From an optimization exercise on the open Yosys and OpenROAD flow, aimed at small area; shortcuts taken in it are not production practice. In this exercise RTL edits were held to simulation tests only and were not proved equivalent to the original. Power figures rest on the tool's default switching activity, not on a simulated workload.

<file path="design/flow/standard.sh">
#!/bin/bash
# synth_recipe.tcl (not shown) runs the flow's synth.tcl, then flattens the netlist and writes it again
# the make line also repeats each setting of config.mk as NAME=value (left out here)
make -C /OpenROAD-flow-scripts/flow DESIGN_CONFIG=/design/flow/config.mk WORK_HOME=/design/flow/orfs CLKGATE_MAP_FILE= SYNTH_SCRIPT=/design/flow/synth_recipe.tcl "${@:-finish}"
</file>
<file path="design/flow/constraint.sdc">
create_clock -name core_clock -period 5.0 [get_ports {clk}]
set_input_delay 1.0000 -clock core_clock [delete_from_list [all_inputs] [get_ports {clk}]]
set_output_delay 1.0000 -clock core_clock [all_outputs]
set_load 0.01 [all_outputs]
</file>
<file path="design/flow/design.v">
module ROM_COS(clka, ena, addra, douta);
input clka, ena;
input [9:0] addra;
output [11:0] douta;
assign douta = 12'd0;
endmodule
module ROM_SINE(clka, ena, addra, douta);
input clka, ena;
input [9:0] addra;
output [11:0] douta;
assign douta = 12'd0;
endmodule
module NCO(clk, rst, en, ncos, nsin);
input clk, rst, en;
output [11:0] ncos, nsin;
assign ncos = 12'd0;
assign nsin = 12'd0;
endmodule
module CO(clk, rst, en, I, Q, I_ro, Q_ro);
input clk, rst, en;
input [1:0] I;
input [1:0] Q;
output [13:0] I_ro;
output [13:0] Q_ro;
function [7:0] ADD; input [7:0] x; input [7:0] y; input ci;
  integer i; reg cy;
  begin
    cy = ci;
    for (i = 0; i < 8; i = i + 1) begin
      ADD[i] = x[i] ^ y[i] ^ cy;
      cy = (x[i] & y[i]) | (cy & (x[i] ^ y[i]));
    end
  end
endfunction
function [7:0] CNEG; input [7:0] x; input n;
  integer i; reg any;
  begin
    any = 1'b0;
    for (i = 0; i < 8; i = i + 1) begin
      CNEG[i] = x[i] ^ (n & any);
      any = any | x[i];
    end
  end
endfunction
function [7:0] MUL; input [1:0] k; input [5:0] s;
  MUL = ({8{k[1]}} & {1'b0, s, 1'b0}) | ({8{k[0]}} & {2'b0, s});
endfunction
reg [1:0] q;
reg p;
reg [6:0] xb;                
wire [6:0] x = ~xb;
reg [1:0] It, Qt;
integer j;
reg [6:0] xn;
reg cy;
always @(*) begin
  cy = 1'b1;
  for (j = 0; j < 7; j = j + 1) begin
    xn[j] = x[j] ^ cy;
    cy = cy & (x[j] ^ p);
  end
end
wire w = x[0] & (&(x[6:1] ^ {6{p}}));
always @(posedge clk or posedge rst) begin
  if (rst) begin
    q <= 2'd0;
    p <= 1'b0;
    xb <= 7'd0;
    It <= 2'd0;
    Qt <= 2'd0;
  end else begin
    q <= {q[1] ^ (q[0] & p & w), q[0] ^ (p & w)};
    p <= p ^ w;
    xb <= ~xn;
    It <= I;
    Qt <= Q;
  end
end
wire s = p & ~(|x);
wire [5:0] bt;
wire [4:0] st;
BIGT u_big(.a(x), .y(bt));
SMALLT u_small(.a(x), .y(st));
wire [5:0] A = s ? 6'd28 : bt;
wire [5:0] B = s ? 6'd28 : {1'b0, st};
wire sw = p ^ q[0];
wire cneg = q[1] ^ q[0];
wire sneg = q[1];
wire [1:0] mi = {It[1] & ~It[0], It[0]};    
wire [1:0] mq = {Qt[1] & ~Qt[0], Qt[0]};    
wire ic = It[1] ^ cneg, is = It[1] ^ sneg;   
wire qc = Qt[1] ^ cneg, qs = Qt[1] ^ sneg;   
wire [1:0] ia = sw ? mq : mi;
wire [1:0] ib = sw ? mi : mq;
wire isa = sw ? ~qs : ic;
wire isb = sw ? ic : ~qs;
wire qsa = sw ? is : qc;
wire qsb = sw ? qc : is;
wire [5:0] fi = {isa, isa ^ isb, ib, ia};
wire [5:0] fq = {qsa, qsa ^ qsb, ia, ib};
wire [7:0] wi = ADD(MUL(fi[1:0], A), MUL(fi[3:2], B) ^ {8{fi[4]}}, fi[4]);
wire [7:0] wq = ADD(MUL(fq[1:0], A), MUL(fq[3:2], B) ^ {8{fq[4]}}, fq[4]);
reg [7:0] ir, qr;
reg ineg, qneg;
always @(posedge clk or posedge rst) begin
  if (rst) begin
    ir <= 8'd0;
    qr <= 8'd0;
    ineg <= 1'b0;
    qneg <= 1'b0;
  end else if (en) begin
    ir <= wi;
    qr <= wq;
    ineg <= fi[5];
    qneg <= fq[5];
  end
end
wire [7:0] ri = CNEG(ir, ineg);
wire [7:0] rq = CNEG(qr, qneg);
assign I_ro = {{6{ri[7]}}, ri};
assign Q_ro = {{6{rq[7]}}, rq};
endmodule
module BIGT(a, y);
  input [6:0] a;
  output [5:0] y;
  wire new_n14, new_n15, new_n16, new_n17, new_n18, new_n19, new_n20,
    new_n21, new_n22, new_n23, new_n24, new_n25, new_n26, new_n27, new_n28,
    new_n29, new_n30, new_n31, new_n32, new_n33, new_n34, new_n35, new_n36,
    new_n37, new_n38, new_n39, new_n40, new_n42, new_n43, new_n44, new_n45,
    new_n46, new_n47, new_n48, new_n50, new_n51, new_n52;
  assign new_n14 = ~a[0] & ~a[1];
  assign new_n15 = a[2] & ~new_n14;
  assign new_n16 = a[0] & a[1];
  assign new_n17 = ~a[1] & a[5];
  assign new_n18 = ~a[4] & ~new_n17;
  assign new_n19 = ~new_n16 & ~new_n18;
  assign new_n20 = new_n15 & ~new_n19;
  assign new_n21 = ~a[3] & ~new_n20;
  assign new_n22 = ~a[5] & ~new_n16;
  assign new_n23 = a[3] & new_n15;
  assign new_n24 = ~new_n22 & new_n23;
  assign new_n25 = ~new_n21 & ~new_n24;
  assign new_n26 = a[6] & ~new_n25;
  assign new_n27 = a[0] & a[6];
  assign new_n28 = ~a[1] & ~a[2];
  assign new_n29 = ~new_n27 & new_n28;
  assign new_n30 = a[3] & a[4];
  assign new_n31 = ~new_n29 & new_n30;
  assign new_n32 = a[5] & new_n31;
  assign new_n33 = ~new_n26 & ~new_n32;
  assign new_n34 = ~a[4] & ~new_n24;
  assign new_n35 = a[5] & ~new_n34;
  assign new_n36 = ~a[5] & new_n34;
  assign new_n37 = ~new_n35 & ~new_n36;
  assign new_n38 = a[6] & new_n37;
  assign new_n39 = ~a[5] & ~a[6];
  assign new_n40 = ~new_n31 & new_n39;
  assign y[2] = ~new_n38 & ~new_n40;
  assign new_n42 = new_n37 & y[2];
  assign new_n43 = new_n33 & ~new_n42;
  assign new_n44 = a[2] & ~a[3];
  assign new_n45 = ~new_n16 & ~new_n44;
  assign new_n46 = a[4] & a[5];
  assign new_n47 = ~new_n45 & new_n46;
  assign new_n48 = new_n26 & new_n47;
  assign y[0] = ~new_n43 & ~new_n48;
  assign new_n50 = new_n31 & ~new_n33;
  assign new_n51 = a[6] & new_n34;
  assign new_n52 = ~new_n40 & ~new_n51;
  assign y[1] = ~new_n50 & new_n52;
  assign y[4] = a[6] & new_n35;
  assign y[3] = new_n40 | y[4];
  assign y[5] = ~y[4];
endmodule
module SMALLT(a, y);
  input [6:0] a;
  output [4:0] y;
  wire new_n13, new_n14, new_n15, new_n16, new_n17, new_n18, new_n19,
    new_n20, new_n21, new_n22, new_n23, new_n24, new_n25, new_n26, new_n27,
    new_n28, new_n29, new_n30, new_n31, new_n32, new_n33, new_n34, new_n35,
    new_n36, new_n37, new_n38, new_n39, new_n40, new_n41, new_n42, new_n43,
    new_n44, new_n45, new_n46, new_n47, new_n49, new_n50, new_n51, new_n52,
    new_n53, new_n54, new_n55, new_n57, new_n58, new_n59, new_n60, new_n61,
    new_n62, new_n63, new_n65, new_n66, new_n67, new_n69;
  assign new_n13 = ~a[1] & a[4];
  assign new_n14 = ~a[0] & new_n13;
  assign new_n15 = a[3] & a[5];
  assign new_n16 = new_n14 & new_n15;
  assign new_n17 = a[0] & ~a[3];
  assign new_n18 = ~new_n13 & new_n17;
  assign new_n19 = ~a[1] & ~a[5];
  assign new_n20 = ~a[4] & ~new_n19;
  assign new_n21 = a[6] & ~new_n20;
  assign new_n22 = ~new_n18 & new_n21;
  assign new_n23 = ~new_n16 & ~new_n22;
  assign new_n24 = a[3] & ~a[5];
  assign new_n25 = a[2] & ~new_n24;
  assign new_n26 = new_n14 & ~new_n25;
  assign new_n27 = ~a[3] & a[5];
  assign new_n28 = ~a[2] & ~new_n27;
  assign new_n29 = ~new_n26 & ~new_n28;
  assign new_n30 = ~new_n23 & ~new_n29;
  assign new_n31 = ~a[5] & a[6];
  assign new_n32 = a[2] & ~new_n31;
  assign new_n33 = ~a[5] & ~a[6];
  assign new_n34 = ~a[4] & ~new_n28;
  assign new_n35 = ~new_n33 & ~new_n34;
  assign new_n36 = ~a[3] & a[6];
  assign new_n37 = ~a[0] & ~new_n36;
  assign new_n38 = a[1] & ~new_n37;
  assign new_n39 = ~new_n35 & new_n38;
  assign new_n40 = ~new_n32 & ~new_n39;
  assign new_n41 = ~a[4] & new_n36;
  assign new_n42 = a[5] & ~new_n41;
  assign new_n43 = a[0] & a[1];
  assign new_n44 = new_n32 & new_n43;
  assign new_n45 = ~new_n42 & new_n44;
  assign new_n46 = new_n23 & ~new_n45;
  assign new_n47 = ~new_n40 & new_n46;
  assign y[0] = new_n30 | new_n47;
  assign new_n49 = ~new_n30 & ~new_n45;
  assign new_n50 = a[5] & a[6];
  assign new_n51 = new_n49 & ~new_n50;
  assign new_n52 = ~new_n49 & new_n50;
  assign new_n53 = ~new_n51 & ~new_n52;
  assign new_n54 = ~a[3] & ~new_n53;
  assign new_n55 = a[3] & new_n53;
  assign y[1] = ~new_n54 & ~new_n55;
  assign new_n57 = a[3] & ~a[6];
  assign new_n58 = ~new_n36 & ~new_n57;
  assign new_n59 = ~new_n51 & ~new_n58;
  assign new_n60 = ~a[4] & ~new_n59;
  assign new_n61 = a[4] & ~new_n15;
  assign new_n62 = new_n59 & new_n61;
  assign new_n63 = ~new_n52 & ~new_n62;
  assign y[2] = ~new_n60 & new_n63;
  assign new_n65 = a[4] & new_n57;
  assign new_n66 = ~new_n41 & ~new_n65;
  assign new_n67 = ~new_n49 & ~new_n66;
  assign y[3] = new_n42 | new_n67;
  assign new_n69 = ~a[5] & new_n67;
  assign y[4] = a[6] & ~new_n69;
endmodule
</file>
<file path="design/flow/flow/run.sh">
#!/bin/bash
# Own layout flow: the standard layout (standard.sh), with two changes:
#  - synthesis maps with an area-only ABC script (flow/abc_area.script) instead of
#    ORFS's, which sizes and buffers for speed; everything else in synthesis is
#    the standard script (synth_recipe.tcl), so the registers are the same;
#  - port buffering uses the smallest buffer cell.
# Each step's full output goes to logs under orfs/logs (ORFS's own logs) and to
# flow_*.log in the work folder.
set -euo pipefail
W=$PWD
rm -rf "$W/myscripts"
cp -r "$FLOW_HOME/scripts" "$W/myscripts"
cp "$W/flow/abc_area.script" "$W/myscripts/abc_area.script"
export SCRIPTS_DIR="$W/myscripts"
export BUFFER_PORTS_ARGS="-buffer_cell sky130_fd_sc_hd__buf_1"
bash "$W/standard.sh" synth > "$W/flow_synth.log" 2>&1
bash "$W/standard.sh" finish > "$W/flow_finish.log" 2>&1
test -f "$W/out/final.def"
</file>
<file path="design/flow/flow/abc_area.script">
strash
dch
map -a
topo
stime -c
upsize -c
dnsize -c
</file>
<file path="design/flow/config.mk">
export PLATFORM = sky130hd
export DESIGN_NAME = CO
export DESIGN_NICKNAME = CO
export VERILOG_FILES = /design/flow/design.v
export SDC_FILE = /design/flow/constraint.sdc
export NUM_CORES = 4
export LEC_CHECK = 0
export ABC_AREA = 1
export CAP_MARGIN = 20
export CORE_MARGIN = 2
export CORE_UTILIZATION = 40
export CTS_BUF_LIST = sky130_fd_sc_hd__clkbuf_4
export SLEW_MARGIN = 20
export SYNTH_MEMORY_MAX_BITS = 32768
</file>
==> results.json, run 1 <==
{
  "outcome": "no timing/DRC/antenna violations",
  "overflow": 0,
  "cp-startpoint": "xb[3]",
  "synthesis.nets": 355,
  "final_hold_viol_count": 0,
  "synthArstFlopShare": 1.00,
  "min_from": "xb[0]",
  "fmax_mhz": 212,
  "ys_ff_latch": 32,
  "post-place-cells": 438,
  "cp-start-kind": "register",
  "maxCapViolCount": 0,
  "diodes": 0,
  "grt_use_total": 0.162,
  "yosysTopAreaCellShare": 0.299,
  "stdcell_count": 446,
  "finalWirelength_mm": 5.37,
  "p_sw_mw": 0.273,
  "dr.max_layer_used": "met4",
  "grt_start_max_net_pins": 33,
  "cts_root_buffer": "clkbuf_4",
  "vias_per_cell": 5.06,
  "dp_hpwl_mm": 4.33,
  "met2WireLength_mm": 2.56,
  "finalSetupViolCount": 0,
  "dieHeight_um": 85.9,
  "power.density_mw_per_mm2": 255,
  "yosys.area.top_type": "dfrtp_1",
  "clk_pin_slew_worst_paths_ns": 0.10,
  "cp_data_required_time_ns": 5.27,
  "synth-edff-count": 0,
  "cp_data_arrival_time_ns": 4.99,
  "ant_nets": 0,
  "cts_buffers": 5,
  "dpl-instance-area_mm2": 0.00289,
  "final_common_cell": "nand2_1",
  "finalCritPeriodShare": 0.945,
  "clock_power_share": 0.248,
  "dieWidth_um": 85.9,
  "yosys-top-cells-area": "dfrtp_1 (30%), xor2_1 (10%), fa_1 (9.0%)",
  "seqPwrFrac": 0.411,
  "clock_latency_ns": 0.33,
  "place_congestion": 0.869,
  "slew_viol_final": 0,
  "rows": 29,
  "finalSetupTns_ns": 0,
  "clkSinkCount": 32,
  "route.detailed.drc": 0,
  "initial_core_util": 0.417,
  "h-tree-depth": 2,
  "ios": 35,
  "syn_to_final_growth_pct": 11.3,
  "r2r-start": "xb[3]",
  "p_int_mw": 0.488,
  "synthCells": 329,
  "grt_first_pass_wirelength_mm": 9.71,
  "setup_slack_ns": 0.275,
  "worst_pin_slew_ns": 0.543,
  "cts_hold_buf": 0,
  "yosysWarnings": 1,
  "dr_wl_met3_um": 213,
  "cts_tree": "done",
  "core_area_mm2": 0.00642,
  "vias": 2255,
  "fin_nets": 394,
  "drive_above_1_share": 0.130,
  "finalInstanceArea_mm2": 0.00298,
  "antenna_found_initial": 0,
  "layout_common_cells": "nand2_1 (44), buf_1 (34)",
  "dp_slack_ns": 0.224,
  "hp-class": "reg -> reg",
  "numPortBuffers": 34,
  "fin_skew_ns": 0.00483,
  "post_drt_wl_per_cell_um": 12.0,
  "wl_met1_mm": 2.54,
  "power_frac_comb": 0.341,
  "max_slew_margin": 0.638,
  "critPathKind": "reg -> reg",
  "cp-end-kind": "register",
  "drt_pre_antenna_iters": 20,
  "min_period_ns": 4.72,
  "synth_top_flop_cell": "dfrtp_1",
  "p_sw_frac": 0.359,
  "synth_seq_area_share": 0.299,
  "cp_max_fo": 7,
  "dieArea_mm2": 0.00737,
  "synth.distinct_cells": 34,
  "peakVddDrop_v": 0.0000910,
  "syn_area_per_cell_um2": 8.15,
  "synth_area_mm2": 0.00268,
  "p_leak_nw": 1.24,
  "drt_iter0_markers": 82,
  "cts.path.max_buffers": 2,
  "grt_pass1_vias": 2121
}
-- cell type report --
type | instances | area [µm²]
fill | 670 | 3440
clock buffer | 5 | 37.5
clock inverter | 3 | 37.5
inverter | 41 | 156
tap | 77 | 96.3
sequential | 32 | 805
multi-input combinational | 242 | 1630
timing repair buffer | 46 | 218
-- Yosys cell counts (3+ instances only) --
cell type   n
nand2_1    44
dfrtp_1    32
nor2_1     32
o21ai_0    31
xor2_1     31
clkinv_1   29
a21oi_1    20
o22ai_1    17
buf_4      14
fa_1       12
xnor2_1    10
inv_2       8
ha_1        7
nand3_1     5
nor3_1      5
o21ai_1     4
inv_1       3
nand2_2     3
nor2_2      3
-- stage by stage --
stage	hold slack (ns)	power, mW	util
after floorplan	0.472	0.546	-
after global placement	0.443	0.580	0.450
after detailed placement	0.445	0.584	0.450
after CTS	0.459	0.777	0.462
after global routing	0.479	0.830	0.464
final	0.460	0.761	0.464
-- routing by layer --
layer | global-route usage | vias to the layer above
met5 | 0 | -
met4 | 0.0361 | 0
met3 | 0.0327 | 6
met2 | 0.268 | 53
met1 | 0.220 | 1029
li1 | - | 1167
-- power by group through the flow --
stage          Sequential (mW)  Clock [mW]  Combinational [mW]
2_1_floorplan            0.313           0               0.233
3_5_place_dp             0.318           0               0.265
4_1_cts                  0.313       0.198               0.265
6_report                 0.313       0.189               0.259
3_3_place_gp             0.317           0               0.263
5_1_grt                  0.317       0.212               0.301
-- critical path, cell delays in order, from the launching register on --
cell,delay (ns)
dfrtp_2,0.48
ha_1,0.22
clkinv_1,0.05
nor2_1,0.04
nor2_1,0.19
nor2_2,0.09
nor2_4,0.16
ha_1,0.27
xnor2_2,0.15
o21ai_2,0.11
o22ai_1,0.19
xor2_1,0.12
fa_1,0.44
fa_1,0.39
fa_1,0.39
fa_1,0.39
fa_1,0.37
clkinv_1,0.07
fa_1,0.40
a21oi_1,0.14
-- cells by family after synthesis --
kind of cell	count (synthesis)	share of synthesized area
AO/OA/AOI/OAI	84	0.189
XOR/XNOR	41	0.134
adder cells (fa/ha/maj)	19	0.122
buffers and inverters	55	0.0976
flip-flops	32	0.299
AND/OR/NAND/NOR	98	0.158
-- sequential cells by signal, indices dropped and copies added (netlist names) --
name / flops
p: 1
xb: 7
It: 2
qr: 8
ir: 8
qneg: 1
ineg: 1
Qt: 2
q: 2
-- final timing paths --
check	slack, ns	depth (start not counted)	to
setup / recovery	0.28	19	ir[6]
hold / removal	0.46	1	xb[0]
setup reg to reg	0.28	19	ir[6]
min in group asynchronous	0.70	3	Qt[0]
max in group asynchronous	4.00	3	xb[3]
hold reg to reg	0.46	1	xb[0]
-- repair_timing --
item                                    in CTS  in global routing
endpoints found under the setup margin       0                  3
resized for setup                            0                  6
setup buffers                                0                  0
==> run 2: changes to the inputs <==
==> design/flow/flow/abc_area.script (replaced) <==
strash
dch
map -a
topo
==> run 2 against run 1 <==
Core utilization up 0.49 points. Combinational power about the same. Still clean on timing, DRC and antenna. Clock power up 6%. Critical path depth up 2. Flip-flop and latch count unchanged.
==> results.json, run 2 <==
{
  "worst_path_max_delay_cell": "dfrtp_1",
  "min_period_ns": 4.71,
  "syn_to_final_growth_pct": 14.0,
  "fillerInstances": 653,
  "cp-start-kind": "register",
  "peakVddDrop_v": 0.000152,
  "reg_top3": "ir: 8 flops, qr: 8 flops, xb: 7 flops",
  "syn_area_per_cell_um2": 7.94,
  "dp_hpwl_mm": 4.58,
  "diodes": 0,
  "vias": 2329,
  "seqPwrFrac": 0.404,
  "cts_tree": "done",
  "final_common_cell": "nand2_1",
  "synth.distinct_cells": 23,
  "dieHeight_um": 84.8,
  "yosysTopAreaCellShare": 0.307,
  "p_sw_frac": 0.369,
  "hp-class": "reg -> reg",
  "cp-end-kind": "register",
  "clock_power_share": 0.258,
  "drt_pre_antenna_iters": 4,
  "p_leak_nw": 1.24,
  "synthCells": 329,
  "synth_area_mm2": 0.00261,
  "antenna_found_initial": 0,
  "post_drt_wl_per_cell_um": 12.8,
  "fin_nets": 401,
  "critPathKind": "reg -> reg",
  "core_area_mm2": 0.00635,
  "drt_iter0_markers": 74,
  "cts.path.max_buffers": 2,
  "ios": 35,
  "grt_use_total": 0.177,
  "synthesis.nets": 355,
  "dieArea_mm2": 0.00719,
  "h-tree-depth": 2,
  "vias_per_cell": 5.14,
  "ys_ff_latch": 32,
  "route.detailed.drc": 0,
  "grt_first_pass_wirelength_mm": 10.3,
  "place_congestion": 0.971,
  "yosysMostFrequentCell": "nand2_1",
  "worst_pin_slew_ns": 0.559,
  "synth_top_flop_cell": "dfrtp_1",
  "worst_path_dominant_cell_family": "adder cells",
  "finalWirelength_mm": 5.79,
  "cts_hold_buf": 0,
  "rows": 29,
  "clock_latency_ns": 0.34,
  "finalSetupTns_ns": 0,
  "max_slew_margin": 0.627,
  "slowest_delay_ns": 0.44,
  "cp_max_fo": 6,
  "finalCritPeriodShare": 0.942,
  "yosys-top-cells-count": "nand2_1 (47), clkinv_1 (41), nor2_1 (37), o21ai_0 (36), dfrtp_1 (32)",
  "yosys-top-cells-area": "dfrtp_1 (31%), xor2_1 (10%), fa_1 (9.2%)",
  "final_util": 0.469,
  "ant_nets": 0,
  "layout_common_cells": "nand2_1 (47), clkinv_1 (41), nor2_1 (35), buf_1 (34), o21ai_0 (33)",
  "finalSetupViolCount": 0,
  "dieWidth_um": 84.8,
  "drive_above_1_share": 0.0984,
  "stdcell_count": 453,
  "slew_viol_final": 0,
  "synth_seq_area_share": 0.307,
  "outcome": "no timing/DRC/antenna violations",
  "cts_buffers": 5,
  "post-place-cells": 443,
  "cts_root_buffer": "clkbuf_4",
  "yosysWarnings": 1,
  "power.density_mw_per_mm2": 260,
  "crit_top_cell": "fa_1",
  "grt_start_max_net_pins": 33,
  "clkSinkCount": 32,
  "power_frac_comb": 0.338,
  "fin_skew_ns": 0.00255,
  "initial_core_util": 0.411,
  "yosys.area.top_type": "dfrtp_1",
  "cp_data_required_time_ns": 5.27,
  "crit_buf_inv": 2,
  "p_int_mw": 0.488,
  "grt_pass1_vias": 2247,
  "p_sw_mw": 0.285,
  "fmax_mhz": 212,
  "final_hold_viol_count": 0,
  "power_mw": 0.774,
  "clk_pin_slew_worst_paths_ns": 0.11,
  "synth-edff-count": 0,
  "synthArstFlopShare": 1.00,
  "overflow": 0,
  "rsz0062_at_grt": "false",
  "cp_data_arrival_time_ns": 4.98,
  "numPortBuffers": 34,
  "worstPathCellList": "inv_2 -> nor2_2 -> nor2_1 -> nand2_1 -> a21oi_1 -> or2_2 -> ha_1 -> a21oi_1 -> a21oi_1 -> a41o_2 -> nor2_1 -> nand2_1 -> o21ai_0 -> fa_1 -> fa_1 -> fa_1 -> fa_1 -> fa_1 -> clkinv_1 -> fa_1 -> a21oi_1",
  "maxCapViolCount": 0
}
[run 2: cell count changes in the layout (fill, tap and decap cells not counted), sizes merged]
cell / before / now
inv: 12 / 2
buf: 46 / 53
clkinv: 31 / 41
[run 2: through the flow]
| step | worst slack, ns | area (µm²) | hold slack [ns] |
|---|---|---|---|
| after floorplan | 0.258 | 2610 | 0.472 |
| after global placement | 0.244 | 2860 | 0.491 |
| after detailed placement | 0.0737 | 2860 | 0.495 |
| after global routing | 0.00814 | 2980 | 0.512 |
| after CTS | 0.0462 | 2930 | 0.522 |
| final | 0.290 | 2980 | 0.474 |
[run 2: timing repair]
| item | CTS | global route |
|---|---|---|
| setup buffers | 0 | 2 |
| resized for setup | 0 | 13 |
| endpoints found under the setup margin | 0 | 5 |
[run 2: cell type report]
| type | count | area, µm² | area share |
|---|---|---|---|
| Multi-Input combinational cell | 242 | 1580 | 0.531 |
| Sequential cell | 32 | 801 | 0.269 |
| Tap cell | 77 | 96.3 | 0.0323 |
| Inverter | 41 | 154 | 0.0517 |
| Clock inverter | 3 | 37.5 | 0.0126 |
| Timing Repair Buffer | 53 | 270 | 0.0907 |
| Clock buffer | 5 | 37.5 | 0.0126 |
[run 2: worst paths after layout]
path	from	end	slack, ns	cells after the start
hold / removal	xb[0]	xb[0]	0.47	1
max in group asynchronous	rst	qr[6]	3.99	3
setup / recovery	xb[1]	ir[6]	0.29	21
hold reg to reg	xb[0]	xb[0]	0.47	1
min in group asynchronous	rst	p	0.69	3
setup reg to reg	xb[1]	ir[6]	0.29	21
[run 2: worst reg2reg max path: cells and delay by family (launching register included)]
kind                     cells  cell delay (ns)
AND/OR/NAND/NOR              6             0.67
flip-flops                   1             0.44
adder cells (fa/ha/maj)      7             2.64
buffers and inverters        2             0.17
AO/OA/AOI/OAI                6             0.72
[run 2: routing by layer]
metal / up-vias / part of all wire / global-route usage
met2: 71 / 0.47 / 0.290
met5: - / 0 / 0
met4: 0 / 0.026 / 0.0693
met1: 1066 / 0.46 / 0.228
li1: 1177 / - / -
met3: 15 / 0.047 / 0.0379
[run 2: cell families after synthesis]
kind of cell,count (synthesis),share of synthesized area
DFF,32,0.307
and+or+nand+nor,98,0.149
xor gates and xnor gates,41,0.137
adders and majority gates,19,0.125
buffers and inverters,55,0.0991
AOI/OAI and AO/OA,84,0.182
[run 2: power by group through the flow]
| stage | Combinational [mW] | Sequential [mW] | Clock [mW] |
|---|---|---|---|
| finish | 0.262 | 0.312 | 0.200 |
| floorplan | 0.232 | 0.313 | 0 |
| global route | 0.300 | 0.318 | 0.219 |
| CTS | 0.268 | 0.313 | 0.208 |
| detailed placement | 0.267 | 0.318 | 0 |
| global placement | 0.262 | 0.317 | 0 |
==> run 3: changes to the inputs <==
==> design/flow/flow/run.sh (replaced) <==
#!/bin/bash
# Own layout flow: the standard layout (standard.sh), with these changes:
#  - synthesis maps with an area-only ABC script (flow/abc_area.script) instead of
#    ORFS's, which sizes and buffers for speed; everything else in synthesis is
#    the standard script (synth_recipe.tcl), so the registers are the same;
#  - port buffering uses the smallest buffer cell (every port still gets one);
#  - clock tree synthesis takes its arguments from flow/cts_args.txt (no dummy
#    loads, small clock buffers).
# ORFS writes each step's full log under orfs/logs; the make output of each
# standard.sh call goes to flow_synth.log and flow_finish.log here.
set -euo pipefail
W=$PWD
rm -rf "$W/myscripts"
cp -r "$FLOW_HOME/scripts" "$W/myscripts"
cp "$W/flow/abc_area.script" "$W/myscripts/abc_area.script"
export SCRIPTS_DIR="$W/myscripts"
export BUFFER_PORTS_ARGS="-buffer_cell sky130_fd_sc_hd__buf_1"
if [[ -f "$W/flow/cts_args.txt" ]]; then
  CTS_ARGS="$(tr '\n' ' ' < "$W/flow/cts_args.txt")"
  export CTS_ARGS
fi
bash "$W/standard.sh" synth > "$W/flow_synth.log" 2>&1
bash "$W/standard.sh" finish > "$W/flow_finish.log" 2>&1
test -f "$W/out/final.def"
==> design/flow/flow/cts_args.txt (new file) <==
-sink_clustering_enable -repair_clock_nets -buf_list sky130_fd_sc_hd__clkbuf_8 -dont_use_dummy_load -sink_clustering_size 40 -sink_clustering_max_diameter 300
--- a/design/flow/config.mk
+++ b/design/flow/config.mk
@@ -9,6 +9,5 @@
 export CAP_MARGIN = 20
 export CORE_MARGIN = 2
 export CORE_UTILIZATION = 40
-export CTS_BUF_LIST = sky130_fd_sc_hd__clkbuf_4
 export SLEW_MARGIN = 20
 export SYNTH_MEMORY_MAX_BITS = 32768
==> run 3 against run 2 <==
Still clean. Core utilization fell by 0.32 points. Clock power is 9% lower. Sequential share of layout area is 0.22 points higher. Sequential power hardly changed. Cell area decreased by 0.67%. Flip-flop and latch count unchanged. Synthesized area stayed put. Register-to-register slack improved by 0.02 ns. Critical path type unchanged.
==> results.json, run 3 <==
{
  "dp_hpwl_mm": 4.58,
  "dpl-instance-area_mm2": 0.00286,
  "max_slew_margin": 0.626,
  "grt_first_pass_wirelength_mm": 10.2,
  "cts.path.max_buffers": 2,
  "finalWirelength_mm": 5.73,
  "antenna_found_initial": 0,
  "rsz0062_at_grt": "false",
  "power_mw": 0.756,
  "grt_pass1_vias": 2229,
  "worst_pin_slew_ns": 0.561,
  "synth_top_family_by_area": "compound AO/OA/AOI/OAI gates",
  "fin_nets": 399,
  "outcome": "no timing/DRC/antenna violations",
  "initial_core_util": 0.411,
  "ant_nets": 0,
  "synth-compound-area-share": 0.182,
  "synth_fa_ha_area_frac": 0.125,
  "post_drt_wl_per_cell_um": 12.8,
  "synth_top_flop_cell": "dfrtp_1",
  "core_area_mm2": 0.00635,
  "yosysMostFrequentCell": "nand2_1",
  "fin_skew_ns": 0.00961,
  "multi_input_area_mm2": 0.00158,
  "worstPathCellList": "clkinv_1 -> buf_4 -> o21ai_0 -> o211a_1 -> nor2_1 -> ha_1 -> xnor2_2 -> o21ai_2 -> o22ai_1 -> xor2_1 -> fa_1 -> fa_1 -> fa_1 -> fa_1 -> fa_1 -> clkinv_1 -> fa_1 -> a21oi_1",
  "peakVddDrop_v": 0.000153,
  "cts_buffers": 5,
  "cts_root_buffer": "clkbuf_8",
  "cp-end-kind": "register",
  "critPathKind": "reg -> reg",
  "min_from": "xb[0]",
  "seqCellArea_um2": 802,
  "clock_latency_ns": 0.29,
  "yosys.area.top_type": "dfrtp_1",
  "clk_pin_slew_worst_paths_ns": 0.07,
  "synthArstFlopShare": 1.00,
  "synth-simple-area-share": 0.149,
  "rrSetupSlack_ns": 0.31,
  "fmax_mhz": 213,
  "grt_use_total": 0.175,
  "cp_data_arrival_time_ns": 4.90,
  "syn_area_per_cell_um2": 7.94,
  "cp-start-kind": "register",
  "place_congestion": 0.971,
  "synthesis.nets": 355,
  "drt_pre_antenna_iters": 5,
  "h-tree-depth": 2,
  "yosysWarnings": 1,
  "rows": 29,
  "numPortBuffers": 34,
  "yosysTopAreaCellShare": 0.307,
  "synth_seq_area_share": 0.307,
  "synthCells": 329,
  "worst_path_max_delay_cell": "fa_1",
  "synth.distinct_cells": 23,
  "crit_top_cell": "fa_1",
  "synth_area_mm2": 0.00261,
  "slew_viol_final": 0,
  "final_common_cell": "nand2_1",
  "ios": 35,
  "synth_mux_area_frac": 0,
  "vias": 2289,
  "r2r-start": "xb[5]",
  "overflow": 0,
  "layout_common_cells": "nand2_1 (47), clkinv_1 (39), nor2_1 (35), buf_1 (34), o21ai_0 (33)",
  "final_hold_viol_count": 0,
  "finalCritPeriodShare": 0.937,
  "min_period_ns": 4.69,
  "clkSinkCount": 32,
  "hp-class": "reg -> reg",
  "drt_iter0_markers": 54,
  "synth-edff-count": 0,
  "synth_xor_area_frac": 0.137,
  "diodes": 0,
  "hold_end": "xb[0]",
  "p_leak_nw": 1.23,
  "cp_data_required_time_ns": 5.21,
  "worstRegToRegCells": 18,
  "slowest_delay_ns": 0.44,
  "dieArea_mm2": 0.00719,
  "worstReg2RegEnd": "ir[6]",
  "reg_top3": "ir: 8 flops, qr: 8 flops, xb: 7 flops",
  "finalSetupViolCount": 0,
  "ys_ff_latch": 32,
  "dieHeight_um": 84.8,
  "cp_max_fo": 5,
  "finalSetupTns_ns": 0,
  "vias_per_cell": 5.11,
  "dieWidth_um": 84.8,
  "yosys-top-cells-count": "nand2_1 (47), clkinv_1 (41), nor2_1 (37), o21ai_0 (36), dfrtp_1 (32)",
  "maxCapViolCount": 0,
  "drive_above_1_share": 0.0943,
  "cts_tree": "done",
  "hold_depth": 1,
  "route.detailed.drc": 0,
  "syn_to_final_growth_pct": 13.3,
  "grt_start_max_net_pins": 33,
  "fillerInstances": 653,
  "yosys-top-cells-area": "dfrtp_1 (31%), xor2_1 (10%), fa_1 (9.2%)",
  "finalInstanceArea_mm2": 0.00296,
  "cts_setup_buffers": 0,
  "power.density_mw_per_mm2": 256
}
run 3: how the worst max path moves through the flow:
stage	start	to	slack (ns)	cells after the start
floorplan	xb[5]	ir[6]	0.26	19
global placement	xb[0]	ir[6]	0.24	19
detailed placement	xb[0]	qr[6]	0.07	19
CTS	xb[0]	qr[6]	0.06	19
global route	xb[4]	ir[6]	0.02	20
finish	xb[5]	ir[6]	0.31	18
run 3: repair_timing:
item | 4_1_cts | 5_1_grt
setup endpoints to repair | 0 | 5
hold buffers | 0 | 0
resized for setup | 0 | 14
run 3: metrics by stage:
step	utilization	setup slack [ns]	hold WS, ns	instances
2_1_floorplan	-	0.258	0.472	329
3_3_place_gp	0.450	0.244	0.491	443
3_5_place_dp	0.450	0.0737	0.495	443
4_1_cts	0.461	0.0577	0.512	448
5_1_grt	0.466	0.0204	0.504	448
6_report	0.466	0.313	0.467	448
run 3: cell type report:
type | count | area share
sequential | 32 | 0.271
multi-input combinational | 242 | 0.535
inverter | 41 | 0.0520
timing repair buffer | 51 | 0.0863
clock buffer | 5 | 0.0233
tap | 77 | 0.0326
run 3: cell families (layout without fill, tap and decap cells):
kind of cell | Yosys count | in the layout
AND/OR/NAND/NOR | 98 | 98
AO/OA/AOI/OAI | 84 | 84
buffers and inverters | 55 | 97
XOR/XNOR | 41 | 41
flip-flops | 32 | 32
adder cells (fa/ha/maj) | 19 | 19
run 3: report_power, final:
part | internal [mW] | switching, mW
registers | 0.289 | 0.0236
logic | 0.0976 | 0.164
clock network | 0.0896 | 0.0926
run 3: critical path: cells and delay by family, from the launching register on:
kind,cells,cell delay (ns)
AOI/OAI and AO/OA,5,0.86
xor gates and xnor gates,2,0.26
adders and majority gates,7,2.70
buffers and inverters,3,0.38
DFF,1,0.35
and+or+nand+nor,1,0.06
run 3: layer usage:
layer / GRT usage / up-vias / part of all wire
met5: 0 / - / 0
met1: 0.225 / 1046 / 0.46
met2: 0.293 / 59 / 0.47
met3: 0.0340 / 17 / 0.047
met4: 0.0635 / 0 / 0.026
li1: - / 1167 / -
==> run 4: changes to the inputs <==
==> design/flow/flow/cts_args.txt (replaced) <==
-sink_clustering_enable -repair_clock_nets -buf_list sky130_fd_sc_hd__clkbuf_4 -dont_use_dummy_load
==> run 4 against run 3 <==
Clock power is 27% lower. First-iteration DRC count is 61% higher. Via count up 1.3%. Global-route usage about the same. Non-clock buffer count grew 2. Clock skew up 0.0077 ns. Core utilization fell by 0.30 points. Worst setup slack got worse by 0.020 ns. Critical path type unchanged. Highest routed layer unchanged.
==> results.json, run 4 <==
{
  "ys_ff_latch": 32,
  "finalCritPeriodShare": 0.941,
  "synthCells": 329,
  "yosys-top-cells-area": "dfrtp_1 (31%), xor2_1 (10%), fa_1 (9.2%)",
  "gr-usage-met3": 0.0379,
  "place_congestion": 0.971,
  "synth_seq_area_share": 0.307,
  "rrSetupSlack_ns": 0.29,
  "drive_above_1_share": 0.0965,
  "synthArstFlopShare": 1.00,
  "cts_buffers": 5,
  "rsz0062_at_grt": "false",
  "dp_hpwl_mm": 4.58,
  "reg_top3": "ir: 8 flops, qr: 8 flops, xb: 7 flops",
  "synth_top_flop_cell": "dfrtp_1",
  "synth.distinct_cells": 23,
  "clock_latency_ns": 0.34,
  "finalWirelength_mm": 5.78,
  "numPortBuffers": 34,
  "max_slew_margin": 0.627,
  "dieHeight_um": 84.8,
  "hp-class": "reg -> reg",
  "maxCapViolCount": 0,
  "cts_hold_buf": 0,
  "worst_path_dominant_cell_family": "adder cells",
  "syn_area_per_cell_um2": 7.94,
  "use_met1": 0.225,
  "synth-edff-count": 0,
  "drt_pre_antenna_iters": 4,
  "dpl-instance-area_mm2": 0.00286,
  "finalSetupTns_ns": 0,
  "grt_pass1_vias": 2242,
  "vias": 2318,
  "h-tree-depth": 2,
  "clkSinkCount": 32,
  "cp_data_arrival_time_ns": 4.97,
  "hold_depth": 1,
  "hold_end": "xb[0]",
  "rows": 29,
  "power.density_mw_per_mm2": 241,
  "grt_start_max_net_pins": 33,
  "crit_buf_inv": 2,
  "slowest_delay_ns": 0.43,
  "r2r-start": "xb[1]",
  "post_drt_wl_per_cell_um": 12.8,
  "crit_top_cell": "fa_1",
  "yosysMostFrequentCell": "nand2_1",
  "p_leak_nw": 1.23,
  "finalInstanceArea_mm2": 0.00294,
  "yosys.area.top_type": "dfrtp_1",
  "final_hold_viol_count": 0,
  "ant_nets": 0,
  "worstReg2RegEnd": "ir[6]",
  "setup_slack_ns": 0.293,
  "worst_path_max_delay_cell": "dfrtp_1",
  "final_common_cell": "nand2_1",
  "min_from": "xb[0]",
  "critPathKind": "reg -> reg",
  "core_area_mm2": 0.00635,
  "dp_slack_ns": 0.0737,
  "route.detailed.drc": 0,
  "syn_to_final_growth_pct": 12.5,
  "dieArea_mm2": 0.00719,
  "layout_common_cells": "nand2_1 (47), clkinv_1 (39), nor2_1 (35), buf_1 (34), o21ai_0 (33)",
  "worst_pin_slew_ns": 0.560,
  "initial_core_util": 0.411,
  "min_period_ns": 4.71,
  "cts.path.max_buffers": 2,
  "yosys-top-cells-count": "nand2_1 (47), clkinv_1 (41), nor2_1 (37), o21ai_0 (36), dfrtp_1 (32)",
  "antenna_found_initial": 0,
  "cts_root_buffer": "clkbuf_4",
  "cp-end-kind": "register",
  "cts_tree": "done",
  "slew_viol_final": 0,
  "grt_first_pass_wirelength_mm": 10.2,
  "use_met2": 0.291,
  "yosysTopAreaCellShare": 0.307,
  "cp-start-kind": "register",
  "finalSetupViolCount": 0,
  "cp_data_required_time_ns": 5.27,
  "fin_skew_ns": 0.0173,
  "fmax_mhz": 212,
  "clk_pin_slew_worst_paths_ns": 0.11,
  "busiest_layer": "met2",
  "fin_nets": 401,
  "synth_area_mm2": 0.00261,
  "grt_use_total": 0.175,
  "overflow": 0,
  "drt_iter0_markers": 87,
  "outcome": "no timing/DRC/antenna violations",
  "cp_max_fo": 6,
  "vias_per_cell": 5.15,
  "worstPathCellList": "inv_2 -> nor2_2 -> nor2_1 -> nand2_1 -> a21oi_1 -> or2_2 -> ha_1 -> a21oi_1 -> a21oi_1 -> a41o_2 -> nor2_1 -> nand2_1 -> o21ai_0 -> fa_1 -> fa_1 -> fa_1 -> fa_1 -> fa_1 -> clkinv_1 -> fa_1 -> a21oi_1",
  "yosysWarnings": 1,
  "peakVddDrop_v": 0.000152,
  "ios": 35,
  "diodes": 0,
  "dieWidth_um": 84.8,
  "worstRegToRegCells": 21,
  "synthesis.nets": 355
}
[run 4: cell types whose count changed in the layout (fill, tap and decap cells not counted)]
cell / before / now
o311ai_1: 0 / 1
o22ai_1: 17 / 16
clkbuf_8: 5 / 0
o311ai_2: 1 / 0
dfrtp_1: 31 / 32
dfrtp_2: 1 / 0
o22ai_2: 0 / 1
clkbuf_4: 0 / 5
buf_4: 17 / 19
[run 4: timing repair]
| item | 4_1_cts | 5_1_grt |
|---|---|---|
| hold endpoints to repair | 0 | 0 |
| setup endpoints to repair | 0 | 6 |
| resized for setup | 0 | 13 |
| buffers inserted | 0 | 2 |
[run 4: through the flow]
| step | hold WS, ns | utilization | instances | total power, mW |
|---|---|---|---|---|
| after detailed placement | 0.495 | 0.450 | 443 | 0.585 |
| after CTS | 0.519 | 0.456 | 448 | 0.723 |
| after floorplan | 0.472 | - | 329 | 0.545 |
| after global placement | 0.491 | 0.450 | 443 | 0.579 |
| final | 0.471 | 0.463 | 450 | 0.707 |
| after global routing | 0.509 | 0.463 | 450 | 0.770 |
[run 4: cells by family (layout without fill, tap and decap cells)]
family                     count (synthesis)  count (layout)  synth area share
and+or+nand+nor                           98              98             0.149
xor gates and xnor gates                  41              41             0.137
DFF                                       32              32             0.307
AOI/OAI and AO/OA                         84              84             0.182
buffers and inverters                     55              99            0.0991
adders and majority gates                 19              19             0.125
[run 4: power by group]
group          internal (mW)  leakage (nW)  switching (mW)
sequential             0.289         0.373          0.0237
clock                 0.0470        0.0230          0.0861
combinational         0.0979         0.832           0.164
total                  0.433          1.23           0.274
[run 4: worst max-delay path by stage]
stage	start	end	slack [ns]	cells past startpoint
6_report	xb[1]	ir[6]	0.29	21
5_1_grt	xb[1]	ir[6]	0.01	21
4_1_cts	xb[4]	qr[6]	0.05	20
3_5_place_dp	xb[0]	qr[6]	0.07	19
3_3_place_gp	xb[0]	ir[6]	0.24	19
2_1_floorplan	xb[5]	ir[6]	0.26	19
[run 4: cell type report]
class	count	area (µm²)
Clock buffer	5	37.5
Inverter	41	154
Tap cell	77	96.3
Multi-Input combinational cell	242	1580
Sequential cell	32	801
Timing Repair Buffer	53	270
Fill cell	660	3410
[run 4: routing by layer]
metal  vias to the layer above  routed length (µm)
li1                       1173                   -
met1                      1065                2640
met2                        65                2710
met3                        15                 287
met4                         0                 144
met5                         -                   0
==> run 5: changes to the inputs <==
==> design/flow/flow/abc_area.script (replaced) <==
strash
&get -n
&deepsyn -T 120
&put
dch
map -a
topo
==> run 5 against run 4 <==
Clock-buffer cell count did not move. Clock skew grew 0.0054 ns. Die area shrank 1.0%. Highest routed layer unchanged. Register-to-register slack worse by 0.10 ns. Still clean.
==> results.json, run 5 <==
{
  "outcome": "no timing/DRC/antenna violations",
  "worstReg2RegEnd": "ir[6]",
  "synth_top_flop_cell": "dfrtp_1",
  "finalSetupViolCount": 0,
  "vias": 2350,
  "cts_hold_buf": 0,
  "power.density_mw_per_mm2": 230,
  "yosys-top-cells-count": "nand2_1 (54), nor2_1 (47), clkinv_1 (44), dfrtp_1 (32), xor2_1 (31)",
  "worstRegToRegCells": 20,
  "clk_pin_slew_worst_paths_ns": 0.10,
  "fmax_mhz": 208,
  "yosys.area.top_type": "dfrtp_1",
  "clock_latency_ns": 0.33,
  "max_slew_margin": 0.598,
  "dieArea_mm2": 0.00712,
  "synth_mux_area_frac": 0,
  "place_congestion": 1.05,
  "dieWidth_um": 84.4,
  "dpl-instance-area_mm2": 0.00288,
  "worst_path_max_delay_cell": "dfrtp_1",
  "grt_start_max_net_pins": 33,
  "min_period_ns": 4.81,
  "synth-simple-area-share": 0.159,
  "synth_xor_area_frac": 0.125,
  "finalCritPeriodShare": 0.962,
  "hold_end": "ir[4]",
  "cp-start-kind": "register",
  "grt_pass1_vias": 2194,
  "synth_top_family_by_area": "compound AO/OA/AOI/OAI gates",
  "drive_above_1_share": 0.142,
  "cp.depth": 20,
  "cp_data_arrival_time_ns": 5.05,
  "crit_top_cell": "fa_1",
  "r2r-start": "xb[5]",
  "hold_depth": 2,
  "final_common_cell": "nand2_1",
  "yosysWarnings": 1,
  "cts_tree": "done",
  "h-tree-depth": 2,
  "power_mw": 0.700,
  "finalInstanceArea_mm2": 0.00305,
  "synth.distinct_cells": 18,
  "finalWirelength_mm": 5.64,
  "peakVddDrop_v": 0.000134,
  "maxCapViolCount": 0,
  "crit_buf_inv": 4,
  "cts_root_buffer": "clkbuf_4",
  "cts.path.max_buffers": 2,
  "core_area_mm2": 0.00631,
  "synth-compound-area-share": 0.174,
  "fin_skew_ns": 0.0227,
  "drt_iter0_markers": 99,
  "clock_power_share": 0.181,
  "worst_path_dominant_cell_family": "adder cells",
  "synth_area_mm2": 0.00258,
  "synth_seq_area_share": 0.310,
  "cp-end-kind": "register",
  "stdcell_count": 470,
  "final_hold_viol_count": 0,
  "ant_nets": 0,
  "cp_max_fo": 7,
  "fin_nets": 421,
  "slowest_delay_ns": 0.42,
  "grt_use_total": 0.163,
  "p_leak_nw": 1.33,
  "p_sw_frac": 0.379,
  "yosysMostFrequentCell": "nand2_1",
  "vias_per_cell": 5.00,
  "seqPwrFrac": 0.441,
  "post_drt_wl_per_cell_um": 12.0,
  "cts_buffers": 5,
  "p_sw_mw": 0.266,
  "syn_area_per_cell_um2": 7.69,
  "worst_pin_slew_ns": 0.602,
  "critPathKind": "reg -> reg",
  "dieHeight_um": 84.4,
  "power_frac_comb": 0.378,
  "rrSetupSlack_ns": 0.19,
  "route.detailed.drc": 0,
  "rows": 29,
  "synthArstFlopShare": 1.00,
  "initial_core_util": 0.409,
  "slew_viol_final": 0,
  "antenna_found_initial": 0,
  "synthCells": 336,
  "hp-class": "reg -> reg",
  "syn_to_final_growth_pct": 17.9,
  "synth_fa_ha_area_frac": 0.127,
  "grt_first_pass_wirelength_mm": 9.60,
  "post-place-cells": 457,
  "fillerInstances": 675,
  "worstPathCellList": "clkinv_1 -> buf_4 -> o22ai_1 -> a21oi_2 -> o211ai_1 -> nand2_1 -> inv_2 -> ha_4 -> xnor2_2 -> nand2_1 -> o22ai_1 -> xor2_1 -> fa_2 -> fa_1 -> fa_1 -> fa_1 -> fa_1 -> clkinv_1 -> fa_1 -> a21oi_1",
  "p_int_mw": 0.435,
  "whs_ns": 0.528,
  "yosys-top-cells-area": "dfrtp_1 (31%), xor2_1 (11%), fa_1 (9.3%)",
  "synthesis.nets": 362,
  "clkSinkCount": 32,
  "dp_slack_ns": -0.00413,
  "reg_top3": "ir: 8 flops, qr: 8 flops, xb: 7 flops",
  "numPortBuffers": 34,
  "drt_pre_antenna_iters": 4,
  "yosysTopAreaCellShare": 0.310,
  "setup_slack_ns": 0.188,
  "ys_ff_latch": 32,
  "overflow": 0,
  "diodes": 0,
  "layout_common_cells": "nand2_1 (54), nor2_1 (42), clkinv_1 (40), buf_1 (34), buf_4 (32)",
  "synth-edff-count": 0,
  "cp_data_required_time_ns": 5.24,
  "min_from": "ir[4]",
  "dp_hpwl_mm": 4.33,
  "ios": 35
}
## run 5: through the flow
step | utilization | TNS [ns]
final | 0.483 | 0
after global routing | 0.483 | -0.110
after floorplan | - | 0
after global placement | 0.457 | 0
after CTS | 0.463 | 0
after detailed placement | 0.457 | -0.00413
## run 5: worst max path at each step
stage,from,to,slack [ns]
floorplan,xb[5],ir[6],0.20
global placement,xb[0],qr[6],0.04
detailed placement,xb[5],ir[6],-0.004
CTS,xb[5],qr[6],0.009
global route,xb[3],qr[6],-0.05
finish,xb[5],ir[6],0.19
## run 5: final cells by class
class                           count  area [µm²]  share of cell area
Clock buffer                        5        37.5              0.0123
Inverter                           44         169              0.0554
Multi-Input combinational cell    246        1570               0.516
Sequential cell                    32         803               0.264
Tap cell                           77        96.3              0.0316
Timing Repair Buffer               66         368               0.121
## run 5: power by group through the flow
stage	clock (mW)	sequential, mW	combinational [mW]
6_report	0.127	0.309	0.265
5_1_grt	0.146	0.314	0.304
4_1_cts	0.135	0.310	0.269
3_5_place_dp	0	0.315	0.269
3_3_place_gp	0	0.314	0.265
2_1_floorplan	0	0.310	0.233
## run 5: kinds of logic after synthesis
family | Yosys count
AOI/OAI and AO/OA | 83
xor gates and xnor gates | 37
adders and majority gates | 19
buffers and inverters | 58
DFF | 32
and+or+nand+nor | 107
## run 5: timing repair
| item | 4_1_cts | 5_1_grt |
|---|---|---|
| pin swaps | 0 | 4 |
| buffers inserted | 0 | 8 |
| gates resized for setup | 2 | 21 |
| setup endpoints to repair | 2 | 4 |
## run 5: tightest hold or removal path, cell delays in order (launching register included)
cell	delay [ns]
dfrtp_1	0.39
nand2_1	0.06
nand2_1	0.05
## run 5: metal layers
metal  wire length [µm]  GRT usage  vias to the layer above  part of all wire
met5                  0          0                        -                 0
met4                123     0.0592                        0             0.022
met3                205     0.0324                       10             0.036
met2               2670      0.273                       51              0.47
met1               2640      0.211                     1084              0.47
li1                   -          -                     1205                 -
==> run 6: changes to the inputs <==
--- a/design/flow/config.mk
+++ b/design/flow/config.mk
@@ -8,6 +8,7 @@
 export ABC_AREA = 1
 export CAP_MARGIN = 20
 export CORE_MARGIN = 2
-export CORE_UTILIZATION = 40
+export CORE_UTILIZATION = 65
+export PLACE_DENSITY = 0.75
 export SLEW_MARGIN = 20
 export SYNTH_MEMORY_MAX_BITS = 32768
==> run 6 against run 5 <==
Hold slack worse by 0.0050 ns. Core utilization is 32 points higher. Still clean. Worst setup slack worse by 0.0022 ns. Critical endpoint is now qr[6]. Cell area is 1.1% lower. Highest routed layer unchanged. Clock skew is 0.019 ns lower. Die area is 37% lower. Fmax hardly changed. Clock power hardly changed. Sequential power hardly changed. Sequential share of layout area is 0.21 points higher.
==> results.json, run 6 <==
{
  "outcome": "no timing/DRC/antenna violations",
  "worst_path_max_delay_cell": "fa_1",
  "drt_iter0_markers": 196,
  "fin_skew_ns": 0.00411,
  "clk_pin_slew_worst_paths_ns": 0.09,
  "dieWidth_um": 67.1,
  "stdcell_count": 437,
  "yosys-top-cells-count": "nand2_1 (54), nor2_1 (47), clkinv_1 (44), dfrtp_1 (32), xor2_1 (31)",
  "min_period_ns": 4.81,
  "initial_core_util": 0.691,
  "drive_above_1_share": 0.152,
  "synth_seq_area_share": 0.310,
  "fin_nets": 417,
  "post_drt_wl_per_cell_um": 14.6,
  "synth-edff-count": 0,
  "synth.distinct_cells": 18,
  "finalCritPeriodShare": 0.963,
  "ys_ff_latch": 32,
  "fmax_mhz": 208,
  "route.detailed.drc": 0,
  "place_congestion": 0.961,
  "yosysMostFrequentCell": "nand2_1",
  "hp-class": "reg -> reg",
  "maxCapViolCount": 0,
  "clock_latency_ns": 0.33,
  "yosys-top-cells-area": "dfrtp_1 (31%), xor2_1 (11%), fa_1 (9.3%)",
  "grt_start_max_net_pins": 33,
  "drt_pre_antenna_iters": 5,
  "synthesis.nets": 362,
  "power.density_mw_per_mm2": 240,
  "crit_top_cell": "fa_1",
  "p_leak_nw": 1.34,
  "final_hold_viol_count": 0,
  "fillerInstances": 281,
  "cp-start-kind": "register",
  "finalSetupViolCount": 0,
  "syn_area_per_cell_um2": 7.69,
  "dp_hpwl_mm": 4.78,
  "post-place-cells": 428,
  "slowest_delay_ns": 0.43,
  "cts_tree": "done",
  "core_area_mm2": 0.00374,
  "worst_pin_slew_ns": 0.573,
  "ios": 35,
  "finalWirelength_mm": 6.37,
  "max_slew_margin": 0.618,
  "syn_to_final_growth_pct": 16.6,
  "h-tree-depth": 2,
  "overflow": 0,
  "synth_top_flop_cell": "dfrtp_1",
  "vias_per_cell": 5.62,
  "cts_root_buffer": "clkbuf_4",
  "synthCells": 336,
  "critPathKind": "reg -> reg",
  "cp_data_required_time_ns": 5.27,
  "reg_top3": "ir: 8 flops, qr: 8 flops, xb: 7 flops",
  "cp-end-kind": "register",
  "synthArstFlopShare": 1.00,
  "synth_area_mm2": 0.00258,
  "yosysTopAreaCellShare": 0.310,
  "layout_common_cells": "nand2_1 (53), nor2_1 (44), clkinv_1 (38), buf_1 (34), dfrtp_1 (32)",
  "yosysWarnings": 1,
  "cp_max_fo": 4,
  "whs_ns": 0.523,
  "final_common_cell": "nand2_1",
  "worstPathCellList": "clkinv_1 -> ha_1 -> clkinv_1 -> o21ai_0 -> nand3_1 -> nand2_1 -> inv_2 -> ha_1 -> xnor2_1 -> nand2_2 -> o22ai_2 -> xor2_1 -> fa_1 -> fa_2 -> fa_2 -> fa_1 -> fa_1 -> clkinv_1 -> fa_1 -> a21oi_2",
  "diodes": 0,
  "dieArea_mm2": 0.00450,
  "ant_nets": 0,
  "cts.path.max_buffers": 2,
  "vias": 2456,
  "cp_data_arrival_time_ns": 5.08,
  "grt_pass1_vias": 2291,
  "clkSinkCount": 32,
  "peakVddDrop_v": 0.000151,
  "grt_use_total": 0.315,
  "slew_viol_final": 0,
  "rows": 22,
  "dieHeight_um": 67.1,
  "grt_first_pass_wirelength_mm": 10.4,
  "antenna_found_initial": 0,
  "finalSetupTns_ns": 0,
  "cts_buffers": 5,
  "yosys.area.top_type": "dfrtp_1",
  "numPortBuffers": 34
}
## run 6: worst max-delay path, delay by kind of cell (launching register included)
kind / cells / cell delay (ns)
xor gates and xnor gates: 2 / 0.30
AOI/OAI and AO/OA: 3 / 0.60
adders and majority gates: 8 / 2.75
DFF: 1 / 0.40
and+or+nand+nor: 3 / 0.43
buffers and inverters: 4 / 0.28
## run 6: cells by family (layout without fill, tap and decap cells)
kind of cell | after synthesis | after routing | synth area share
AOI/OAI and AO/OA | 83 | 83 | 0.174
DFF | 32 | 32 | 0.310
xor gates and xnor gates | 37 | 37 | 0.125
and+or+nand+nor | 107 | 107 | 0.159
buffers and inverters | 58 | 111 | 0.105
adders and majority gates | 19 | 19 | 0.127
## run 6: where the power goes
group | total (mW) | switching (mW) | internal, mW | leakage (nW)
logic | 0.282 | 0.177 | 0.106 | 0.943
clock network | 0.129 | 0.0819 | 0.0469 | 0.0230
registers | 0.311 | 0.0226 | 0.288 | 0.372
## run 6: layout make-up
class                   count  area (µm²)  area share
clock buffers               5        37.5      0.0125
well taps                  48        60.1      0.0199
flip-flops and latches     32         801       0.266
multi-input cells         246        1610       0.535
repair buffers             62         338       0.112
inverters                  44         165      0.0548
## run 6: through the flow
step                worst slack [ns]  utilization  cell area [µm²]  power [mW]
global route                 -0.0119        0.805             3010       0.779
finish                         0.186        0.805             3010       0.722
global placement              0.0483        0.761             2850       0.576
CTS                          0.00851        0.782             2930       0.717
detailed placement            -0.191        0.761             2850       0.590
floorplan                      0.204            -             2580       0.544
## run 6: routing by layer
layer | global-route usage | share of wire
met5 | 0 | 0
met4 | 0.163 | 0.031
met3 | 0.0693 | 0.053
met2 | 0.527 | 0.51
met1 | 0.376 | 0.40
## run 6: final timing paths
check	cells past startpoint	slack, ns	from	endpoint
setup / recovery	20	0.19	xb[6]	qr[6]
hold / removal	1	0.52	q[0]	q[0]
setup reg to reg	20	0.19	xb[6]	qr[6]
hold reg to reg	1	0.52	q[0]	q[0]
max in group asynchronous	3	4.01	rst	xb[6]
min in group asynchronous	3	0.70	rst	qr[6]
## run 6: what timing repair did
action	in CTS	in global routing
gates resized for setup	6	24
buffers inserted	3	1
endpoints found under the setup margin	4	4
hold buffers	0	0
pin swaps	1	12
==> run 7: changes to the inputs <==
--- a/design/flow/flow/run.sh
+++ b/design/flow/flow/run.sh
@@ -3,6 +3,8 @@
 #  - synthesis maps with an area-only ABC script (flow/abc_area.script) instead of
 #    ORFS's, which sizes and buffers for speed; everything else in synthesis is
 #    the standard script (synth_recipe.tcl), so the registers are the same;
+#  - synthesis extracts no full-adder cells (ADDER_MAP_FILE empty): ABC maps the
+#    adders as gates, whose carry chain is faster than the full-adder cell's;
 #  - port buffering uses the smallest buffer cell (every port still gets one);
 #  - clock tree synthesis takes its arguments from flow/cts_args.txt (no dummy
 #    loads, small clock buffers).
@@ -14,6 +16,7 @@
 cp -r "$FLOW_HOME/scripts" "$W/myscripts"
 cp "$W/flow/abc_area.script" "$W/myscripts/abc_area.script"
 export SCRIPTS_DIR="$W/myscripts"
+export ADDER_MAP_FILE=
 export BUFFER_PORTS_ARGS="-buffer_cell sky130_fd_sc_hd__buf_1"
 if [[ -f "$W/flow/cts_args.txt" ]]; then
   CTS_ARGS="$(tr '\n' ' ' < "$W/flow/cts_args.txt")"
==> design/flow/flow/abc_area.script (replaced) <==
strash
dch
map -a
topo
--- a/design/flow/config.mk
+++ b/design/flow/config.mk
@@ -8,7 +8,6 @@
 export ABC_AREA = 1
 export CAP_MARGIN = 20
 export CORE_MARGIN = 2
-export CORE_UTILIZATION = 65
-export PLACE_DENSITY = 0.75
+export CORE_UTILIZATION = 40
 export SLEW_MARGIN = 20
 export SYNTH_MEMORY_MAX_BITS = 32768
==> run 7 against run 6 <==
Critical path depth increased by 2. Largest power group unchanged. Hold slack got worse by 0.026 ns. Register-to-register slack improved by 0.61 ns. Fmax up 15%. First-iteration DRC count fell by 55%. Flip-flop and latch count stayed put. Die area increased by 62%. Clock-buffer cell count unchanged. Final cell count up 11%. Core utilization down 36 points.
==> results.json, run 7 <==
{
  "maxCapViolCount": 0,
  "layout_common_cells": "nor2_1 (59), nand2_1 (59), clkinv_1 (45), o21ai_0 (36), xor2_1 (36)",
  "max_slew_margin": 0.522,
  "worst_pin_slew_ns": 0.717,
  "yosysWarnings": 1,
  "place_congestion": 0.943,
  "finalSetupViolCount": 0,
  "seqPwrFrac": 0.435,
  "h-tree-depth": 2,
  "cts_root_buffer": "clkbuf_4",
  "slew_viol_final": 0,
  "grt_start_max_net_pins": 33,
  "synth_seq_area_share": 0.302,
  "min_period_ns": 4.20,
  "dp_hpwl_mm": 4.66,
  "overflow": 0,
  "cts_setup_buffers": 0,
  "grt_pass1_vias": 2254,
  "stdcell_count": 483,
  "power_mw": 0.719,
  "post_drt_wl_per_cell_um": 12.2,
  "dieArea_mm2": 0.00729,
  "clock_power_share": 0.180,
  "cts_tree": "done",
  "dpl-instance-area_mm2": 0.00280,
  "synth-edff-count": 0,
  "cts_hold_buf": 0,
  "post-place-cells": 478,
  "final_util": 0.444,
  "drive_above_1_share": 0.0271,
  "outcome": "no timing/DRC/antenna violations",
  "fin_skew_ns": 0.0340,
  "yosys-top-cells-area": "dfrtp_1 (30%), xor2_1 (12%), nand2_1 (8.4%)",
  "cp_data_required_time_ns": 5.22,
  "grt_first_pass_wirelength_mm": 10.1,
  "yosys-top-cells-count": "nand2_1 (59), nor2_1 (59), clkinv_1 (45), o21ai_0 (36), xor2_1 (36)",
  "rows": 29,
  "cp-start-kind": "register",
  "dieWidth_um": 85.4,
  "vias_per_cell": 5.11,
  "finalSetupTns_ns": 0,
  "synthesis.nets": 384,
  "yosysTopAreaCellShare": 0.302,
  "initial_core_util": 0.415,
  "antenna_found_initial": 0,
  "synth_area_mm2": 0.00265,
  "drt_iter0_markers": 89,
  "route.detailed.drc": 0,
  "p_int_mw": 0.443,
  "p_sw_frac": 0.384,
  "ys_ff_latch": 32,
  "grt_use_total": 0.171,
  "ant_nets": 0,
  "p_sw_mw": 0.276,
  "synth.distinct_cells": 22,
  "setup_slack_ns": 0.801,
  "syn_area_per_cell_um2": 7.03,
  "power.density_mw_per_mm2": 254,
  "peakVddDrop_v": 0.000170,
  "core_area_mm2": 0.00639,
  "ios": 35,
  "cp_data_arrival_time_ns": 4.42,
  "synthCells": 377,
  "critPathKind": "reg -> reg",
  "power_frac_comb": 0.384,
  "synthArstFlopShare": 1.00,
  "p_leak_nw": 1.18,
  "cp-end-kind": "register",
  "hp-class": "reg -> reg",
  "dp_slack_ns": 0.846,
  "cts_buffers": 5,
  "vias": 2469,
  "drt_pre_antenna_iters": 4,
  "whs_ns": 0.497,
  "finalInstanceArea_mm2": 0.00284,
  "clkSinkCount": 32,
  "rsz0062_at_grt": "false",
  "clock_latency_ns": 0.34,
  "synth_top_flop_cell": "dfrtp_1",
  "fillerInstances": 676,
  "finalWirelength_mm": 5.87,
  "fmax_mhz": 238,
  "diodes": 0,
  "fin_nets": 415,
  "dieHeight_um": 85.4,
  "yosys.area.top_type": "dfrtp_1",
  "cts.path.max_buffers": 2,
  "post_cts_resize_count": 0,
  "numPortBuffers": 34,
  "syn_to_final_growth_pct": 7.03,
  "reg_top3": "ir: 8 flops, qr: 8 flops, xb: 7 flops",
  "finalCritPeriodShare": 0.840,
  "clk_pin_slew_worst_paths_ns": 0.09,
  "final_hold_viol_count": 0,
  "cp_max_fo": 11
}
run 7: worst paths after layout:
| path | start | endpoint | slack [ns] | depth (start not counted) |
|---|---|---|---|---|
| worst max-delay path | xb[5] | ir[6] | 0.80 | 22 |
| worst min-delay path | ir[6] | ir[6] | 0.50 | 2 |
| worst max register to register | xb[5] | ir[6] | 0.80 | 22 |
| worst min register to register | ir[6] | ir[6] | 0.50 | 2 |
| min in group asynchronous | rst | p | 0.69 | 3 |
| max in group asynchronous | rst | ir[6] | 3.97 | 3 |
run 7: kinds of logic (layout without fill, tap and decap cells):
logic type,Yosys count,in the layout,synth area share
flip-flops,32,32,0.302
XOR/XNOR,59,59,0.195
adder cells (fa/ha/maj),4,4,0.0151
AND/OR/NAND/NOR,142,142,0.216
buffers and inverters,59,88,0.103
AO/OA/AOI/OAI,81,81,0.168
run 7: final cells by class:
class,instances,area [µm²],area share
clock buffer,5,37.5,0.0132
timing repair buffer,38,158,0.0556
multi-input combinational,286,1580,0.555
tap,77,96.3,0.0340
sequential,32,801,0.282
inverter,45,169,0.0596
run 7: metal layers:
| metal | track usage | wire length, µm | vias up | share of wire |
|---|---|---|---|---|
| li1 | - | - | 1283 | - |
| met1 | 0.225 | 2810 | 1132 | 0.48 |
| met2 | 0.285 | 2770 | 46 | 0.47 |
| met3 | 0.0282 | 196 | 8 | 0.033 |
| met4 | 0.0577 | 87 | 0 | 0.015 |
| met5 | 0 | 0 | - | 0 |
run 7: worst max-delay path: stages (launching register included):
cell	delay [ns]
dfrtp_1	0.47
clkinv_1	0.30
nor2_1	0.21
nor2_1	0.08
nand3_1	0.11
clkinv_1	0.06
nor2_1	0.13
clkinv_1	0.10
nor2_1	0.19
clkinv_1	0.09
nand2_1	0.07
xor2_1	0.27
o22ai_1	0.14
xor2_1	0.25
clkinv_1	0.10
maj3_1	0.37
maj3_1	0.37
nand2_1	0.10
a21oi_1	0.09
o21ai_0	0.20
nand2_1	0.12
xor2_1	0.15
o21ai_0	0.13
run 7: power groups by stage:
stage / logic [mW] / registers (mW) / clock network (mW)
after floorplan: 0.249 / 0.312 / 0
after global placement: 0.278 / 0.317 / 0
after detailed placement: 0.280 / 0.319 / 0
after CTS: 0.281 / 0.314 / 0.136
after global routing: 0.314 / 0.318 / 0.148
final: 0.276 / 0.313 / 0.130

## what the ideal ports hide
How much do the figures lean on ideal ports? The routed layouts below were timed once more, with nothing changed but the port constraints. Step 1 assumes that a clkbuf_16 drives the clock port and a buf_2 every other input. Step 2, shift: input delay + t, output delay - t, t = (earliest + latest rising clock arrival at the registers) / 2. This alone moves slack from input paths to output paths. Slacks: ideal ports / drivers / drivers and shift; pairs: ideal ports / drivers.
run	t, ns	setup WS [ns]	hold WS [ns]	worst setup path after step 2
run 1	0.353	0.275 / 0.275 / 0.275	0.460 / 0.460 / 0.460	register to register
run 2	0.361	0.290 / 0.290 / 0.290	0.474 / 0.474 / 0.474	register to register
run 3	0.310	0.313 / 0.313 / 0.313	0.467 / 0.467 / 0.467	register to register
run 4	0.354	0.293 / 0.293 / 0.293	0.471 / 0.471 / 0.471	register to register
run 5	0.343	0.188 / 0.188 / 0.188	0.528 / 0.528 / 0.528	register to register
run 6	0.352	0.186 / 0.186 / 0.186	0.523 / 0.523 / 0.523	register to register
run 7	0.353	0.801 / 0.801 / 0.801	0.497 / 0.497 / 0.497	register to register
After both steps every run listed still meets setup and hold.
